From an optimization exercise on the open Yosys and OpenROAD flow, aimed at small area and a short achievable clock period; shortcuts taken in it are not production practice. Only simulation tests tie the RTL to the original design; equivalence was not proved. Power figures rest on the tool's default switching activity, not on a simulated workload.

Setup of JK:
## mac
module mac(input clk, input rst, input [15:0] x, input [15:0] y, output [31:0] acc);
Size in the first run: ~920 cells after synthesis, ~58 flip-flops, about 66 I/O pins, ~0.0096 mm² of cells after synthesis.
export LEC_CHECK = 0
export CAP_MARGIN = 20
export CORE_MARGIN = 2
export CORE_UTILIZATION = 40
export SLEW_MARGIN = 20
export SYNTH_HIERARCHICAL = 1
export SYNTH_MINIMUM_KEEP_SIZE = 0
export SETUP_SLACK_MARGIN = 11.2
export SKIP_GATE_CLONING = 1
export BUFFER_PORTS_ARGS = -buffer_cell sky130_fd_sc_hd__buf_1
export CTS_ARGS = -sink_clustering_enable -repair_clock_nets -dont_use_dummy_load -buf_list sky130_fd_sc_hd__clkbuf_4 -root_buf sky130_fd_sc_hd__clkbuf_8 -sink_clustering_size 30 -sink_clustering_max_diameter 300
create_clock -name core_clock -period 18.0 [get_ports {clk}]
standard.sh (not shown) runs the stock make flow with config.mk's settings and CLKGATE_MAP_FILE= SYNTH_SCRIPT=/design/flow/synth_recipe.tcl, a recipe that flattens the netlist after the stock synthesis.
==> flow/flow/run.sh <==
#!/bin/bash
# Layout: the standard ORFS flow (standard.sh, standard synthesis), with
#  - timing repair aimed at a setup slack of flow/margin ns, so the resizer
#    works on the real critical paths even though the clock period is loose
#    (no gate cloning, so each port keeps exactly one buffer),
#  - the standard port buffering (every port gets its own buffer), with the
#    buffer cell in flow/portbuf,
#  - a clock tree without dummy balancing loads, extra CTS options in flow/cts.
# standard.log here holds make's output; ORFS's own logs are in orfs/logs.
set -euo pipefail
M=$(cat flow/margin)
PB=$(cat flow/portbuf)
CTS_EXTRA=$(cat flow/cts 2>/dev/null || true)
cat >> config.mk <<EOC
export SETUP_SLACK_MARGIN = $M
export SKIP_GATE_CLONING = 1
export BUFFER_PORTS_ARGS = -buffer_cell $PB
export CTS_ARGS = -sink_clustering_enable -repair_clock_nets -dont_use_dummy_load $CTS_EXTRA
EOC
bash standard.sh > standard.log 2>&1
==> flow/flow/cts <==
-buf_list sky130_fd_sc_hd__clkbuf_4 -root_buf sky130_fd_sc_hd__clkbuf_8 -sink_clustering_size 30 -sink_clustering_max_diameter 300
==> flow/flow/margin <==
11.2
==> flow/flow/portbuf <==
sky130_fd_sc_hd__buf_1
What MS does differently from JK at the input level:
- a change of CTS_ARGS from -sink_clustering_enable -repair_clock_nets -dont_use_dummy_load -buf_list sky130_fd_sc_hd__clkbuf_4 -root_buf sky130_fd_sc_hd__clkbuf_8 -sink_clustering_size 30 -sink_clustering_max_diameter 300 to -sink_clustering_enable -repair_clock_nets -dont_use_dummy_load 
- a change of SETUP_SLACK_MARGIN from 11.2 to 11.0
==> flow/flow/cts <==

==> flow/flow/margin <==
11.0
### Flow results
MS reached the final stage; the timing, design-rule and antenna checks on its layout passed. Diff JK..MS | final global-route overflow total | unchanged. Of MS and JK, the higher critical path arrival belongs to MS. Of MS and JK, the run reporting the higher total via count in the routed design was MS. In terms of power, MS and JK differ only marginally.
## Diff of input files: AL against MS
- changing CORE_UTILIZATION from 40 to 70
- setting PLACE_DENSITY to 0.8 for the first time
- changing SETUP_SLACK_MARGIN from 11.0 to 11.2
- changing CTS_ARGS from -sink_clustering_enable -repair_clock_nets -dont_use_dummy_load  to -sink_clustering_enable -repair_clock_nets -dont_use_dummy_load -buf_list sky130_fd_sc_hd__clkbuf_4 -root_buf sky130_fd_sc_hd__clkbuf_8
==> flow/flow/cts <==
-buf_list sky130_fd_sc_hd__clkbuf_4 -root_buf sky130_fd_sc_hd__clkbuf_8
==> flow/flow/margin <==
11.2
## What came out
- Worst hold slack (AL over MS): decrease, 0.0081 ns
- Register fraction of the total cell area: AL higher than MS
- Per the final summary, AL finished and its layout is clean on timing, DRC and antenna.
- Diff MS -> AL: number of gates resized after cts went up about 5%; non-clock buffer count in the final layout saw a decrease.
- Going from MS to AL, first-pass GRT wire length went down about 8%, routed wire length moved down, growth of design area from synthesis to finish decreased by 2.7 points relative to the old numbers.
- For MS, the most frequent standard cell in the layout excluding fill and tap cells was sky130_fd_sc_hd__fa_1, unlike AL, where it was sky130_fd_sc_hd__nand2_1.
- Summary of AL over MS: area of combinational cells with multiple inputs went up by 0.63%; sequential group share of total power went up by 0.2 points.
What TR does differently from AL at the input level:
- removing PLACE_DENSITY (formerly 0.8)
- changing CTS_ARGS from -sink_clustering_enable -repair_clock_nets -dont_use_dummy_load -buf_list sky130_fd_sc_hd__clkbuf_4 -root_buf sky130_fd_sc_hd__clkbuf_8 to -sink_clustering_enable -repair_clock_nets -dont_use_dummy_load -buf_list sky130_fd_sc_hd__clkbuf_8 -root_buf sky130_fd_sc_hd__clkbuf_8 -sink_clustering_size 60 -sink_clustering_max_diameter 500
- changing CORE_UTILIZATION from 70 to 40
==> flow/flow/cts <==
-buf_list sky130_fd_sc_hd__clkbuf_8 -root_buf sky130_fd_sc_hd__clkbuf_8 -sink_clustering_size 60 -sink_clustering_max_diameter 500
## What came out
- TR went all the way through synthesis, placement and routing and the layout is clean on timing, DRC and antenna.
- Summary of TR over AL: final-stage net count higher, sequential portion of the cell area has decreased, placement row count higher.
- Wire length of the first global-routing pass was lower in AL than in TR.
- TR vs. AL: routing usage on met1 fell by 17 points; proportion of final cell area spent on non-clock buffers moved up.

[separate check: timing with driven ports]
The results above use ideal ports. As a check the final layouts listed here were re-extracted and re-timed, cells and wires unchanged. Step 1 sets driving cells, clkbuf_16 on the clock port and buf_2 on the other inputs (assumed; they add their load-dependent delay and slew). Step 2 moves the port delays by t, midway between the first and last clock arrival at a register: inputs arrive t later, outputs are due t later. That takes back most of the time a late clock gives input paths. Three values: ideal ports, drivers, drivers and shift; two values: the first two.
| run | shift t [ns] | slack for setup (ns) | latest minus earliest clock arrival (ns) | slew at the worst register clock pin (ns) |
|---|---|---|---|---|
| JK | 0.405 | 11.320 / 11.326 / 10.932 | 0.022 / 0.022 | 0.07 / 0.07 |
| MS | 0.383 | 11.095 / 11.099 / 10.716 | 0.012 / 0.012 | 0.05 / 0.05 |
| AL | 0.398 | 11.286 / 11.276 / 10.878 | 0.021 / 0.021 | 0.07 / 0.07 |
| TR | 0.405 | 11.320 / 11.326 / 10.932 | 0.022 / 0.022 | 0.07 / 0.07 |
After both steps every run listed still meets setup and hold. For AL, which loses most, drivers alone change the setup slack by -0.010 ns; drivers and shift together by -0.408 ns.
